This design comes from an exercise in tuning for small area on the open sky130 flow, not from production work. In this exercise RTL edits were held to simulation tests only and were not proved equivalent to the original. No activity file was given, so power comes from the tool's default toggle rates.

==> flow/design.v, too long to show whole: its modules and the start of the top module <==
// module vlt_tab: 359 lines
// module vlt: 541 lines
// module vfa: 1 lines
// module vha: 1 lines
module vlt (
    input clock
  , input reset
  , input important
  , input [8:0] opcode
  , input [9:0] start_ts
  , input [9:0] end_ts
  , input [11:0] prev_vbits
  , output [3:0] iq_shift1
  , output [3:0] iq_shift2
  , output iq_shift1_v
  , output iq_shift2_v
  , output [17:0] iq_vbits
  , output [3:0] rob_shift1
  , output [3:0] rob_shift2
  , output rob_shift1_v
  , output rob_shift2_v
  , output [17:0] rob_vbits
  , output [3:0] lq_shift1
  , output [3:0] lq_shift2
  , output lq_shift1_v
  , output lq_shift2_v
  , output [17:0] lq_vbits
  , output [3:0] sq_shift1
  , output [3:0] sq_shift2
  , output sq_shift1_v
  , output sq_shift2_v
  , output [17:0] sq_vbits
  , output [3:0] instbuff_shift1
  , output [3:0] instbuff_shift2
  , output instbuff_shift1_v
  , output instbuff_shift2_v
  , output [17:0] instbuff_vbits
  , input [11:0] total_qvbits0
  , input [11:0] total_qvbits1
  , input [11:0] total_qvbits2
  , input [11:0] total_qvbits3
  , input [9:0] rf_vbits_adj
  , input rf_vbits_adj_mode
  , input [11:0] total_sq_vbits
  , input [31:0] rf_live_vector
  , input [31:0] rf_kill_vector
  , output [19:0] total_svf
  , output [9:0] counter_iq
  , output [9:0] counter_rob
  , output [9:0] counter_lq
  , output [9:0] counter_sq
  , output [9:0] counter_instbuff
  );
  // ...
==> flow/flow/run.sh <==
#!/bin/bash
# Own layout flow: the standard synthesis (standard.sh, unchanged), then the
# combinational cells between the standard synthesis's registers and adder cells are
# re-mapped by ABC for area (remap.tcl), then the standard layout steps.
# Port buffers use sky130_fd_sc_hd__buf_1.
# Logs: synth.log (standard synthesis), remap.log (yosys/ABC re-map), standard.log (the
# layout steps); each ORFS step also keeps its own log under orfs/logs/.
set -euo pipefail
HERE=$(pwd)
R=$HERE/orfs/results/sky130hd/vlt/base
export BUFFER_PORTS_ARGS="-buffer_cell sky130_fd_sc_hd__buf_1"
bash standard.sh $R/1_2_yosys.v > synth.log 2>&1
cp $R/1_2_yosys.v std_1_2_yosys.v
YOSYS=$FLOW_HOME/../tools/install/yosys/bin/yosys
[ -x "$YOSYS" ] || YOSYS=yosys
LIB=$FLOW_HOME/platforms/sky130hd/lib/sky130_fd_sc_hd__tt_025C_1v80.lib
DU=$(grep -o -- "-dont_use [^ ]*" $HERE/orfs/logs/sky130hd/vlt/base/1_2_yosys.log | sort -u | tr '\n' ' ')
printf 'strash\ndch -f\nmap -a\namap\ntopo\nbuffer -c\nupsize -c\ndnsize -c\n' > area.abc
cat > remap.ys <<Y
read_liberty -ignore_miss_func $LIB
read_verilog std_1_2_yosys.v
hierarchy -top $FLOW_TOP
select -module $FLOW_TOP -list
Y
KEEP=$(grep -o "sky130_fd_sc_hd__[a-z0-9_]*" std_1_2_yosys.v | sort -u | grep -E "__(fa|ha|df|sdf|edf|dl|conb)" | tr '\n' ' ')
cat > remap.ys <<Y
read_liberty -ignore_miss_func $LIB
read_verilog std_1_2_yosys.v
hierarchy -top $FLOW_TOP
setattr -mod -set keep_hierarchy 1 $KEEP
flatten
blackbox $KEEP
delete t:\$scopeinfo
opt_clean -purge
tee -o remap_before.txt stat -liberty $LIB
abc -script area.abc -liberty $LIB $DU -constr $HERE/orfs/objects/sky130hd/vlt/base/abc.constr -D 9000
opt_clean -purge
splitnets
opt_clean -purge
hilomap -singleton -hicell sky130_fd_sc_hd__conb_1 HI -locell sky130_fd_sc_hd__conb_1 LO
insbuf -buf sky130_fd_sc_hd__buf_4 A X
opt_clean -purge
tee -o remap_after.txt stat -liberty $LIB
write_verilog -noattr -nohex -nodec -noexpr remap_1_2_yosys.v
Y
$YOSYS -l remap.log -q remap.ys > /dev/null 2>&1
grep -q "^module $FLOW_TOP" remap_1_2_yosys.v
cp remap_1_2_yosys.v $R/1_2_yosys.v
touch $R/1_2_yosys.v
bash standard.sh > standard.log 2>&1
==> flow/standard.sh <==
#!/bin/bash
# synth_recipe.tcl (not shown) runs the flow's synth.tcl, then flattens the netlist and writes it again
# the make line also repeats each setting of config.mk as NAME=value (left out here)
make -C /OpenROAD-flow-scripts/flow DESIGN_CONFIG=/design/flow/config.mk WORK_HOME=/design/flow/orfs CLKGATE_MAP_FILE= SYNTH_SCRIPT=/design/flow/synth_recipe.tcl "${@:-finish}"
==> flow/config.mk <==
export PLATFORM = sky130hd
export DESIGN_NAME = vlt
export DESIGN_NICKNAME = vlt
export VERILOG_FILES = /design/flow/design.v
export SDC_FILE = /design/flow/constraint.sdc
export NUM_CORES = 4
export LEC_CHECK = 0
export ABC_AREA = 1
export CAP_MARGIN = 20
export CORE_MARGIN = 2
export CORE_UTILIZATION = 55
export PLACE_DENSITY = 0.7
export SLEW_MARGIN = 20
export SYNTH_HIERARCHICAL = 1
export SYNTH_MINIMUM_KEEP_SIZE = 0
==> flow/constraint.sdc <==
create_clock -name core_clock -period 9.0 [get_ports {clock}]
set_input_delay 1.8000 -clock core_clock [delete_from_list [all_inputs] [get_ports {clock}]]
set_output_delay 1.8000 -clock core_clock [all_outputs]
set_load 0.01 [all_outputs]
==> metrics.md, run 1 <==
| Metric | Value |
|---|---|
| Clock sinks | `98` |
| Synthesized area per cell | `9.241 sq um` |
| P_comb | `2.55 mW` |
| Buffers on Ports | `375` |
| Grt met1 use | `37.41%` |
| Clock network area share | `2.414%` |
| Top Registers | `live x32, svf x20, prev_r x12` |
| Status | `complete, no violations` |
| WL met2 | `17,960 microns` |
| Sw power | `1.588 mW` |
| Drt wl/cell | `19.61 microns` |
| WP data arrival | `8.99 ns` |
| Gpl congestion | `1.022` |
| DR vias/cell | `5.614` |
| CP max stage delay | `0.53 ns` |
| Residual DRC | `0` |
| Die X | `151.0 microns` |
| DP Cell Count | `1,805` |
| FP Rows | `53` |
| Most frequent CP cell | `fa_1` |
| Crit path max fanout | `3` |
| Metal-1 WL | `13,250 microns` |
| Routing usage on met3 | `4.036%` |
| Non-clock buffer share | `12.97%` |
| Tot Pwr | `3.570 mW` |
==> inputs of run 2 (changes only) <==
--- a/flow/config.mk
+++ b/flow/config.mk
@@ -8,8 +8,9 @@
 export ABC_AREA = 1
 export CAP_MARGIN = 20
 export CORE_MARGIN = 2
-export CORE_UTILIZATION = 55
-export PLACE_DENSITY = 0.7
+export CORE_UTILIZATION = 40
+export CTS_BUF_LIST = sky130_fd_sc_hd__clkbuf_8
+export PLACE_DENSITY = 0.6
 export SLEW_MARGIN = 20
 export SYNTH_HIERARCHICAL = 1
 export SYNTH_MINIMUM_KEEP_SIZE = 0
==> metrics.md, run 2 <==
| Metric | Value |
|---|---|
| Status | `complete, no violations (unchanged)` |
| FP Rows | `63 (was 53)` |
| Number of global-route vias before repair | `9,843 (was 10.14k)` |
| I/O pin count | `389 (unchanged)` |
| First-pass GRT wire length | `53,890 microns (was 53,450 microns)` |
| Worst vdd ir | `0.2886 mV (was 0.3721 mV)` |
| Switching share of power | `45.44% (was 44.49%)` |
| Min Tclk post-route | `8.741 ns (was 8.773 ns)` |
| Routing usage on met3 | `3.381% (was 4.036%)` |
| Mapped Cells | `1,287 (unchanged)` |
| Crit path max fanout | `3 (unchanged)` |
| Hold Crit Endpoint | `cnt[0]$_SDFF_PP0_ (was live[21]$_SDFF_PP0_)` |
| Met2 Use GR | `38.46% (was 54.07%)` |
| Initial Util | `40.34% (was 56.22%)` |
| Slack of the critical path | `0.2585 ns (was 0.2269 ns)` |
| Critical path required time | `9.24 ns (was 9.21 ns)` |
| Pwr dens | `252.4 mW/mm^2 (was 271.2 mW/mm^2)` |
| RSZ-0062 raised after global routing | `no (unchanged)` |
| First-iteration detailed-routing DRC count | `1,126 (was 833)` |
| H-tree depth | `3 (unchanged)` |
| Hold Crit Class | `flop to flop (unchanged)` |
| Setup violators final | `0 (unchanged)` |
| Reg-to-Reg End | `svf[18]$_SDFF_PP0_ (unchanged)` |
| Fmax | `114.4 MHz (was 114.0 MHz)` |
| Part of the power in registers | `18.4% (was 16.9%)` |
| Int Power | `1.816 mW (was 1.982 mW)` |
| Clock Tree Buf Depth | `2 (unchanged)` |
| Top Registers | `live x32, svf x20, prev_r x12 (unchanged)` |
| Crit Path Category | `input port to flop (unchanged)` |
| CP Capture Type | `flop (unchanged)` |
| Buffers on Ports | `375 (unchanged)` |
| Pre-CTS setup slack | `-0.3115 ns (was -0.2736 ns)` |
| CORE AREA | `0.02948 sq mm (was 0.02115 sq mm)` |
| Placed wire-length estimate | `30,120 microns (was 30,210 microns)` |
| Most common cell after layout, fill and taps aside | `buf_1 (unchanged)` |
| Clk pwr share | `9.0% (was 11.6%)` |
| Endpoints failing hold | `0 (unchanged)` |
| Worst hold margin | `0.5151 ns (was 0.5182 ns)` |
| ANT nets after route | `0 (unchanged)` |
| Layout cell share with drive strength beyond 1 | `8.856% (was 8.603%)` |
| CTS tree | `built (unchanged)` |
| CTS Buf Count | `9 (unchanged)` |
| Initial antenna violation count | `1 (was 4)` |
| Drt wl/cell | `18.38 microns (was 19.61 microns)` |
| Slew @ Worst Pin | `1.065 ns (was 0.9684 ns)` |
| Final slew viol count | `0 (unchanged)` |
| Sw power | `1.512 mW (was 1.588 mW)` |
| Synthesis-to-finish area growth | `10.90% (was 10.68%)` |
| Die height | `176.4 microns (was 151.0 microns)` |
| Tot GR Track Use | `22.53% (was 31.04%)` |
| Most frequent cells in the layout | `buf_1 (372), fa_1 (175), inv_1 (168), nor2_1 (157), dfxtp_1 (95) (was buf_1 (372), fa_1 (174), inv_1 (170), nor2_1 (157), dfxtp_1 (95))` |
| CTS root buffer | `clkbuf_8 (was clkbuf_16)` |
| Critical Path Start Type | `input port (unchanged)` |
| Synthesized area per cell | `9.241 sq um (unchanged)` |
| Largest net degree at the start of global routing | `99 (was 74)` |
| Final Cycle Share | `97.13% (was 97.48%)` |
| Nets@finish | `1,990 (was 1,989)` |
| RR Startpoint | `svf[6]$_SDFF_PP0_ (unchanged)` |
| Static leakage | `5.974 nW (was 6.025 nW)` |
| Syn. warnings | `7 (unchanged)` |
| Logic pwr share | `72.6% (was 71.4%)` |
| Max-Cap Viols | `0 (unchanged)` |
| Gpl congestion | `0.9524 (was 1.022)` |
| DR vias/cell | `5.147 (was 5.614)` |
| Die X | `176.4 microns (was 151.0 microns)` |
| Post-Route WL | `35,610 microns (was 35,800 microns)` |
| Top Usage Layer GRT | `met2 (unchanged)` |
| Tot Pwr | `3.328 mW (was 3.570 mW)` |
| Grt met1 use | `29.08% (was 37.41%)` |
| Biggest register | `live (unchanged)` |
| CP startpoint | `rf_vbits_adj_mode (unchanged)` |
| Via count | `9,970 (was 10.25k)` |
| Worst reg2reg setup slack | `1.39 ns (was 1.48 ns)` |
| Total gr overflow | `0 (unchanged)` |
| Max FFs per register | `32 (unchanged)` |
| Clock sinks | `98 (unchanged)` |
| Clock transition at path regs | `0.12 ns (was 0.08 ns)` |
| Max-Slew Margin vs Limit | `28.98% (was 35.44%)` |
| Hold depth | `1 (was 2)` |
| WP data arrival | `8.99 ns (about the same)` |
| TNS Setup | `0 ns (unchanged)` |
| Diodes inserted | `0 (was 5)` |
| Drt pass-1 iters | `13 (was 10)` |
| Clk_skew | `0.01907 ns (was 0.01532 ns)` |
| Residual DRC | `0 (unchanged)` |
| Clk latency of the worst-skew pair | `0.39 ns (was 0.36 ns)` |
| Worst reg-to-reg path cell count | `21 (unchanged)` |
| Die area | `0.03113 sq mm (was 0.02281 sq mm)` |
| Syn Std Cell Area | `0.01189 sq mm (unchanged)` |
| Min-delay src | `cnt[0]$_SDFF_PP0_ (was live[21]$_SDFF_PP0_)` |
==> run 2: cell types whose count changed in the layout (fill, tap and decap cells not counted), sizes merged <==
cell,change
diode,-5
clkinv,+2
buf,+1
bufinv,-1
inv,-1
==> run 2: power by group through the flow <==
stage          Clock (mW)  Sequential (mW)  Combinational [mW]
5_1_grt             0.331            0.622                2.84
4_1_cts             0.317            0.613                2.49
3_3_place_gp            0            0.622                2.42
3_5_place_dp            0            0.621                2.48
6_report            0.300            0.612                2.42
2_1_floorplan           0            0.581                1.91
==> run 2: what timing repair did <==
| action | 4_1_cts | 5_1_grt |
|---|---|---|
| endpoints found under the setup margin | 6 | 9 |
| cloned | 0 | 0 |
| hold buffers | 0 | 0 |
| resized for setup | 12 | 20 |
| pin swaps | 1 | 7 |
| buffers inserted | 0 | 3 |
==> run 2: how the worst max path moves through the flow <==
stage,endpoint,slack [ns]
2_1_floorplan,svf[18]$_SDFF_PP0_,0.008
4_1_cts,lq_vbits[16],0.0005
5_1_grt,svf[18]$_SDFF_PP0_,0.02
6_report,svf[18]$_SDFF_PP0_,0.26
3_5_place_dp,svf[18]$_SDFF_PP0_,-0.31
3_3_place_gp,svf[18]$_SDFF_PP0_,-0.24
==> run 2: worst max-delay path: stages <==
cell and delay, ns:
buf_1 0.17, nand2_1 0.09, o21ai_2 0.09, fa_2 0.45, fa_1 0.43, fa_1 0.50, fa_1 0.43, fa_1 0.53
fa_1 0.43, fa_1 0.41, fa_1 0.42, fa_1 0.40, fa_1 0.39, fa_1 0.39, fa_1 0.45, ha_1 0.20
or2_2 0.27, ha_1 0.19, ha_1 0.18, ha_1 0.18, ha_1 0.18, ha_1 0.26, nor2b_1 0.12
==> run 2: routing by layer <==
layer  vias up  share of wire, %
met4         0               2.9
li1       4625                 -
met5         -                 0
met2       477                49
met3        54               5.7
met1      4814                42
==> run 2: cell type report <==
class | count | area (sq um)
clock inverters | 7 | 81.33
fillers | 2970 | 16290
clock buffers | 9 | 123.9
repair buffers | 415 | 1714
multi-input cells | 824 | 8080
flip-flops and latches | 98 | 1971
inverters | 194 | 730.7
well taps | 390 | 488.0
==> run 2: through the flow <==
step | utilization, % | cell area, sq um | cells
final | 44.74 | 13190 | 1937
after global placement | 43.72 | 12890 | 1918
after detailed placement | 43.72 | 12890 | 1918
after floorplan | - | 11940 | 1299
after global routing | 44.74 | 13190 | 1937
after CTS | 44.54 | 13130 | 1934
==> inputs of run 3 (changes only) <==
--- a/flow/config.mk
+++ b/flow/config.mk
@@ -9,7 +9,7 @@
 export CAP_MARGIN = 20
 export CORE_MARGIN = 2
 export CORE_UTILIZATION = 40
-export CTS_BUF_LIST = sky130_fd_sc_hd__clkbuf_8
+export CTS_CLUSTER_SIZE = 25
 export PLACE_DENSITY = 0.6
 export SLEW_MARGIN = 20
 export SYNTH_HIERARCHICAL = 1
==> metrics.md, run 3 <==
| Metric | Value |
|---|---|
| Status | `complete, no violations (unchanged)` |
| CTS tree | `built (unchanged)` |
| Tot GR Track Use | `22.47% (was 22.53%)` |
| Gpl congestion | `0.9524 (unchanged)` |
| Biggest register | `live (unchanged)` |
| Min-delay src | `cnt[0]$_SDFF_PP0_ (unchanged)` |
| CP Capture Type | `primary output (was flop)` |
| Syn Std Cell Area | `0.01189 sq mm (unchanged)` |
| WP data arrival | `7.00 ns (was 8.99 ns)` |
| Max FFs per register | `32 (unchanged)` |
| Mapped Cells | `1,287 (unchanged)` |
| Die area | `0.03113 sq mm (unchanged)` |
| Clock sinks | `98 (unchanged)` |
| Nets@finish | `1,989 (was 1,990)` |
| Buffers on Ports | `375 (unchanged)` |
| Tot Pwr | `3.433 mW (was 3.328 mW)` |
| Residual DRC | `0 (unchanged)` |
| Top Registers | `live x32, svf x20, prev_r x12 (unchanged)` |
| Fmax | `113.7 MHz (was 114.4 MHz)` |
| ANT nets after route | `0 (unchanged)` |
| Clock transition at path regs | `0.08 ns (was 0.12 ns)` |
| Worst vdd ir | `0.2928 mV (was 0.2886 mV)` |
| Most frequent CP cell | `fa_1 (unchanged)` |
| Static leakage | `6.020 nW (was 5.974 nW)` |
| Final slew viol count | `0 (unchanged)` |
| Syn. warnings | `7 (unchanged)` |
| Slowest cell on crit path | `fa_1 (unchanged)` |
| CTS root buffer | `clkbuf_16 (was clkbuf_8)` |
| Initial Util | `40.34% (unchanged)` |
| Worst hold margin | `0.5060 ns (was 0.5151 ns)` |
| FP Rows | `63 (unchanged)` |
| Most common cell after layout, fill and taps aside | `buf_1 (unchanged)` |
| I/O pin count | `389 (unchanged)` |
| TNS Setup | `0 ns (unchanged)` |
| Max-Slew Margin vs Limit | `28.79% (was 28.98%)` |
| Largest net degree at the start of global routing | `99 (unchanged)` |
| Die height | `176.4 microns (unchanged)` |
| Diodes inserted | `0 (unchanged)` |
| Worst reg-to-reg path cell count | `21 (unchanged)` |
| Final non-filler cell total | `1,936 (was 1,937)` |
| First-iteration detailed-routing DRC count | `1,031 (was 1,126)` |
| Drt pass-1 iters | `10 (was 13)` |
| Post-Route WL | `35,620 microns (was 35,610 microns)` |
| Number of global-route vias before repair | `9,825 (was 9,843)` |
| DR vias/cell | `5.114 (was 5.147)` |
| Worst reg2reg setup slack | `1.38 ns (was 1.39 ns)` |
| Final Util | `45.02% (was 44.74%)` |
| Initial antenna violation count | `1 (unchanged)` |
| First-pass GRT wire length | `53,840 microns (was 53,890 microns)` |
| Pre-CTS setup slack | `-0.3115 ns (unchanged)` |
| CTS Buf Count | `9 (unchanged)` |
| Hold depth | `1 (unchanged)` |
| Critical path buffers and inverters | `4 (was 1)` |
| Endpoints failing hold | `0 (unchanged)` |
| DP Cell Count | `1,918 (unchanged)` |
| Synthesis-to-finish area growth | `11.60% (was 10.90%)` |
| Crit Path Category | `flop to primary output (was input port to flop)` |
| Cell Area, Placed | `0.01289 sq mm (unchanged)` |
| CP max stage delay | `0.46 ns (was 0.53 ns)` |
| RR Startpoint | `svf[6]$_SDFF_PP0_ (unchanged)` |
| Crit path max fanout | `6 (was 3)` |
| Critical path required time | `7.20 ns (was 9.24 ns)` |
| Most frequent cells in the layout | `buf_1 (372), fa_1 (177), inv_1 (171), nor2_1 (158), dfxtp_1 (95) (was buf_1 (372), fa_1 (175), inv_1 (168), nor2_1 (157), dfxtp_1 (95))` |
| Slack of the critical path | `0.2044 ns (was 0.2585 ns)` |
| Clk latency of the worst-skew pair | `0.36 ns (was 0.39 ns)` |
| Slew @ Worst Pin | `1.068 ns (was 1.065 ns)` |
| Hold Crit Endpoint | `cnt[0]$_SDFF_PP0_ (unchanged)` |
| Hold Crit Class | `flop to flop (unchanged)` |
| Delay-heaviest family, CP | `adder cells (unchanged)` |
| Critical Path Start Type | `flop (was input port)` |
| Synthesized area per cell | `9.241 sq um (unchanged)` |
| Critical path cell sequence | `inv_1 -> nor2_2 -> nand2_2 -> o21ai_2 -> inv_1 -> o22ai_2 -> fa_1 -> fa_1 -> fa_1 -> fa_1 -> fa_1 -> fa_1 -> fa_1 -> fa_2 -> fa_2 -> fa_2 -> fa_2 -> fa_2 -> fa_1 -> ha_1 -> inv_1 -> nor2_1 -> buf_1 (was buf_1 -> nand2_1 -> o21ai_2 -> fa_2 -> fa_1 -> fa_1 -> fa_1 -> fa_1 -> fa_1 -> fa_1 -> fa_1 -> fa_1 -> fa_1 -> fa_1 -> fa_1 -> ha_1 -> or2_2 -> ha_1 -> ha_1 -> ha_1 -> ha_1 -> ha_1 -> nor2b_1)` |
| WP depth | `23 (unchanged)` |
| Via count | `9,900 (was 9,970)` |
| Pwr dens | `258.7 mW/mm^2 (was 252.4 mW/mm^2)` |
| H-tree depth | `3 (unchanged)` |
| CORE AREA | `0.02948 sq mm (unchanged)` |
| Total gr overflow | `0 (unchanged)` |
| Clock Tree Buf Depth | `2 (unchanged)` |
| Reg-to-Reg End | `svf[18]$_SDFF_PP0_ (unchanged)` |
| Fin area | `0.01327 sq mm (was 0.01319 sq mm)` |
| Max-Cap Viols | `0 (unchanged)` |
| Final Cycle Share | `97.73% (was 97.13%)` |
| Die X | `176.4 microns (unchanged)` |
| Min Tclk post-route | `8.796 ns (was 8.741 ns)` |
| Clk_skew | `0.01369 ns (was 0.01907 ns)` |
| Setup violators final | `0 (unchanged)` |
| RSZ-0062 raised after global routing | `no (unchanged)` |
| Placed wire-length estimate | `30,120 microns (unchanged)` |
| Drt wl/cell | `18.40 microns (was 18.38 microns)` |
| Layout cell share with drive strength beyond 1 | `8.409% (was 8.856%)` |
## run 3: worst reg2reg max path, stage by stage (launching register included)
cell,delay (ns)
dfxtp_1,0.36
fa_1,0.54
fa_1,0.40
fa_1,0.48
fa_1,0.56
fa_1,0.44
fa_1,0.45
ha_1,0.20
fa_1,0.37
fa_1,0.42
fa_1,0.40
fa_1,0.39
fa_1,0.39
fa_1,0.45
ha_1,0.20
or2_2,0.27
ha_1,0.19
ha_1,0.18
ha_1,0.18
ha_1,0.18
ha_1,0.26
nor2b_1,0.12
## run 3: how the worst max path moves through the flow
| stage | from | to | slack [ns] |
|---|---|---|---|
| finish | lsq_cr[2]$_SDFF_PP0_ | sq_vbits[16] | 0.20 |
| floorplan | rf_vbits_adj_mode | svf[18]$_SDFF_PP0_ | 0.008 |
| detailed placement | rf_vbits_adj_mode | svf[18]$_SDFF_PP0_ | -0.31 |
| global placement | rf_vbits_adj_mode | svf[18]$_SDFF_PP0_ | -0.24 |
| CTS | lsq_cr[2]$_SDFF_PP0_ | sq_vbits[16] | 0.01 |
| global route | iq_cr[2]$_SDFF_PP0_ | iq_vbits[17] | 0.002 |
## run 3: final cells by class
class | count | area, sq um
fillers | 2960 | 16210
multi-input cells | 824 | 8073
flip-flops and latches | 98 | 1968
repair buffers | 414 | 1707
inverters | 194 | 730.7
well taps | 390 | 488.0
clock buffers | 9 | 225.2
clock inverters | 7 | 81.33
## run 3: power breakdown
group          switching, mW  internal, mW  leakage, nW
clock network          0.201         0.199        0.150
logic                   1.24          1.18         5.06
registers             0.0855         0.527        0.815
## run 3: metal layers
metal / global-route usage (%) / wire (microns) / up-vias
met5: 0 / 0 / -
met2: 38.61 / 17710 / 469
li1: - / - / 4623
met4: 7.610 / 893 / 0
met1: 29.05 / 14880 / 4765
met3: 3.187 / 2136 / 43
## run 3: what timing repair did
item                       4_1_cts  5_1_grt
resized for setup                8       15
hold buffers                     0        0
pin swaps                        0        5
setup endpoints to repair        2        8
setup buffers                    0        2
gates cloned                     0        0
==> inputs of run 4 (changes only) <==
--- a/flow/config.mk
+++ b/flow/config.mk
@@ -9,7 +9,6 @@
 export CAP_MARGIN = 20
 export CORE_MARGIN = 2
 export CORE_UTILIZATION = 40
-export CTS_CLUSTER_SIZE = 25
 export PLACE_DENSITY = 0.6
 export SLEW_MARGIN = 20
 export SYNTH_HIERARCHICAL = 1
==> metrics.md, run 4 <==
| Metric | Value |
|---|---|
| Die area | `0.03113 sq mm (unchanged)` |
| Sw power | `1.529 mW (unchanged)` |
| Slowest cell on crit path | `fa_1 (unchanged)` |
| Via count | `9,900 (unchanged)` |
| First-pass GRT wire length | `53,840 microns (unchanged)` |
| Clock sinks | `98 (unchanged)` |
| Max-Slew Margin vs Limit | `28.79% (unchanged)` |
| Buffers on Ports | `375 (unchanged)` |
| Pwr dens | `258.7 mW/mm^2 (unchanged)` |
| Slack of the critical path | `0.2044 ns (unchanged)` |
| Critical path buffers and inverters | `4 (unchanged)` |
| Int Power | `1.904 mW (unchanged)` |
| Placed wire-length estimate | `30,120 microns (unchanged)` |
| Fin area | `0.01327 sq mm (unchanged)` |
| Critical path required time | `7.20 ns (about the same)` |
| I/O pin count | `389 (unchanged)` |
| Hold Crit Class | `flop to flop (unchanged)` |
| Diodes inserted | `0 (unchanged)` |
| Most frequent cells in the layout | `buf_1 (372), fa_1 (177), inv_1 (171), nor2_1 (158), dfxtp_1 (95) (unchanged)` |
| Clock Tree Buf Depth | `2 (unchanged)` |
| Clk latency of the worst-skew pair | `0.36 ns (about the same)` |
| Most frequent CP cell | `fa_1 (unchanged)` |
| Critical path cell sequence | `inv_1 -> nor2_2 -> nand2_2 -> o21ai_2 -> inv_1 -> o22ai_2 -> fa_1 -> fa_1 -> fa_1 -> fa_1 -> fa_1 -> fa_1 -> fa_1 -> fa_2 -> fa_2 -> fa_2 -> fa_2 -> fa_2 -> fa_1 -> ha_1 -> inv_1 -> nor2_1 -> buf_1 (unchanged)` |
| CTS tree | `built (unchanged)` |
| Final Cycle Share | `97.73% (unchanged)` |
| Fmax | `113.7 MHz (unchanged)` |
| Syn Std Cell Area | `0.01189 sq mm (unchanged)` |
| Min Tclk post-route | `8.796 ns (unchanged)` |
| Clk pwr share | `11.7% (about the same)` |
| CTS Buf Count | `9 (unchanged)` |
| Logic pwr share | `70.5% (about the same)` |
| Slew @ Worst Pin | `1.068 ns (unchanged)` |
| Synthesis-to-finish area growth | `11.60% (unchanged)` |
| Top Registers | `live x32, svf x20, prev_r x12 (unchanged)` |
| Max FFs per register | `32 (unchanged)` |
| Most common cell after layout, fill and taps aside | `buf_1 (unchanged)` |
| Drt pass-1 iters | `10 (unchanged)` |
| Final slew viol count | `0 (unchanged)` |
| Crit path max fanout | `6 (unchanged)` |
| Residual DRC | `0 (unchanged)` |
| Synthesized area per cell | `9.241 sq um (unchanged)` |
| Delay-heaviest family, CP | `adder cells (unchanged)` |
| H-tree depth | `3 (unchanged)` |
| Tot Pwr | `3.433 mW (unchanged)` |
| Layout cell share with drive strength beyond 1 | `8.409% (unchanged)` |
| CORE AREA | `0.02948 sq mm (unchanged)` |
| Initial antenna violation count | `1 (unchanged)` |
| First-iteration detailed-routing DRC count | `1,031 (unchanged)` |
| FP Rows | `63 (unchanged)` |
| Switching share of power | `44.53% (unchanged)` |
| Critical Path Start Type | `flop (unchanged)` |
| Crit Path Category | `flop to primary output (unchanged)` |
| Tot GR Track Use | `22.47% (unchanged)` |
| CP Capture Type | `primary output (unchanged)` |
| CTS root buffer | `clkbuf_16 (unchanged)` |
| Initial Util | `40.34% (unchanged)` |
| Largest net degree at the start of global routing | `99 (unchanged)` |
| Status | `complete, no violations (unchanged)` |
| CP max stage delay | `0.46 ns (about the same)` |
| Syn. warnings | `7 (unchanged)` |
| Biggest register | `live (unchanged)` |
| Mapped Cells | `1,287 (unchanged)` |
| Number of global-route vias before repair | `9,825 (unchanged)` |
| Nets@finish | `1,989 (unchanged)` |
| Clock transition at path regs | `0.08 ns (about the same)` |
| Post-Route WL | `35,620 microns (unchanged)` |
| Part of the power in registers | `17.8% (about the same)` |
| Die X | `176.4 microns (unchanged)` |
| Drt wl/cell | `18.40 microns (unchanged)` |
| TNS Setup | `0 ns (unchanged)` |
| Clk_skew | `0.01369 ns (unchanged)` |
| Total gr overflow | `0 (unchanged)` |
| DR vias/cell | `5.114 (unchanged)` |
| Cell Area, Placed | `0.01289 sq mm (unchanged)` |
| Setup violators final | `0 (unchanged)` |
| RSZ-0062 raised after global routing | `no (unchanged)` |
| Hold buffer count at CTS | `0 (unchanged)` |
| Die height | `176.4 microns (unchanged)` |
| Endpoints failing hold | `0 (unchanged)` |
| ANT nets after route | `0 (unchanged)` |
| Static leakage | `6.020 nW (unchanged)` |
| Worst vdd ir | `0.2928 mV (unchanged)` |
| Pre-CTS setup slack | `-0.3115 ns (unchanged)` |
| WP data arrival | `7.00 ns (about the same)` |
| Gpl congestion | `0.9524 (unchanged)` |
| Max-Cap Viols | `0 (unchanged)` |
run 4: cell counts in the layout (fill, tap and decap cells not counted):
No cell type changed its count.
run 4: worst reg2reg max path, stage by stage (launching register included):
cell and delay, ns:
dfxtp_1 0.36, fa_1 0.54, fa_1 0.40, fa_1 0.48, fa_1 0.56, fa_1 0.44
fa_1 0.45, ha_1 0.20, fa_1 0.37, fa_1 0.42, fa_1 0.40, fa_1 0.39
fa_1 0.39, fa_1 0.45, ha_1 0.20, or2_2 0.27, ha_1 0.19, ha_1 0.18
ha_1 0.18, ha_1 0.18, ha_1 0.26, nor2b_1 0.12
run 4: path summary, 6_finish.rpt:
check / start / endpoint / slack [ns] / cells after the start
setup / recovery: lsq_cr[2]$_SDFF_PP0_ / sq_vbits[16] / 0.20 / 23
hold / removal: cnt[0]$_SDFF_PP0_ / cnt[0]$_SDFF_PP0_ / 0.51 / 1
setup reg to reg: svf[6]$_SDFF_PP0_ / svf[18]$_SDFF_PP0_ / 1.38 / 21
hold reg to reg: cnt[0]$_SDFF_PP0_ / cnt[0]$_SDFF_PP0_ / 0.51 / 1
run 4: per-stage QoR:
step                hold WS [ns]  utilization, %  instances
finish                    0.5060           45.02       1936
floorplan                 0.4498               -       1299
global placement          0.4776           43.72       1918
CTS                       0.5027           44.86       1934
global route              0.5401           45.02       1936
detailed placement        0.4821           43.72       1918
run 4: timing repair:
item                                    in CTS  in global routing
setup buffers                                0                  2
pin swaps                                    0                  5
endpoints found under the setup margin       2                  8
resized for setup                            8                 15
cloned                                       0                  0
run 4: per-layer routing:
layer / global-route usage (%) / routed length [microns] / vias up
met5: 0 / 0 / -
met4: 7.610 / 893 / 0
met3: 3.187 / 2136 / 43
met2: 38.61 / 17710 / 469
met1: 29.05 / 14880 / 4765
li1: - / - / 4623
run 4: final cells by class:
| cell class | instances | area [sq um] |
|---|---|---|
| Inverter | 194 | 730.7 |
| Clock inverter | 7 | 81.33 |
| Tap cell | 390 | 488.0 |
| Multi-Input combinational cell | 824 | 8073 |
| Fill cell | 2960 | 16210 |
| Timing Repair Buffer | 414 | 1707 |
| Sequential cell | 98 | 1968 |
| Clock buffer | 9 | 225.2 |
run 4: power by group through the flow:
stage / logic [mW] / clock network [mW] / registers, mW
after global routing: 2.84 / 0.430 / 0.622
after CTS: 2.49 / 0.416 / 0.613
after floorplan: 1.91 / 0 / 0.581
after detailed placement: 2.48 / 0 / 0.621
final: 2.42 / 0.400 / 0.613
after global placement: 2.42 / 0 / 0.622

-- port drivers added, routing unchanged --
Ports are ideal in the flow. The routed layouts listed here were re-timed in OpenROAD.
Step 1 sets driving cells, clkbuf_16 on the clock port and buf_2 on the other inputs (assumed; they add their load-dependent delay and slew).
Step 2, shift: input delay + t, output delay - t, t = (earliest + latest rising clock arrival at the registers) / 2. This alone moves slack from input paths to output paths.
Slacks: ideal / step 1 / step 2; pairs: ideal / step 1.
| run | shift t [ns] | slack for setup (ns) | worst setup path after step 2 | clock arrival spread, ns |
|---|---|---|---|---|
| run 1 | 0.398 | 0.227 / 0.223 / -0.145 | input to register | 0.016 / 0.017 |
| run 2 | 0.418 | 0.259 / 0.236 / -0.139 | input to register | 0.019 / 0.019 |
| run 3 | 0.396 | 0.204 / 0.159 / -0.127 | input to register | 0.014 / 0.014 |
| run 4 | 0.396 | 0.204 / 0.159 / -0.127 | input to register | 0.014 / 0.014 |
Met with ideal ports but missed after step 2: setup timing in every run listed. The setup slack of run 2, which loses most, moves by -0.023 ns with the drivers and by -0.398 ns with both steps.
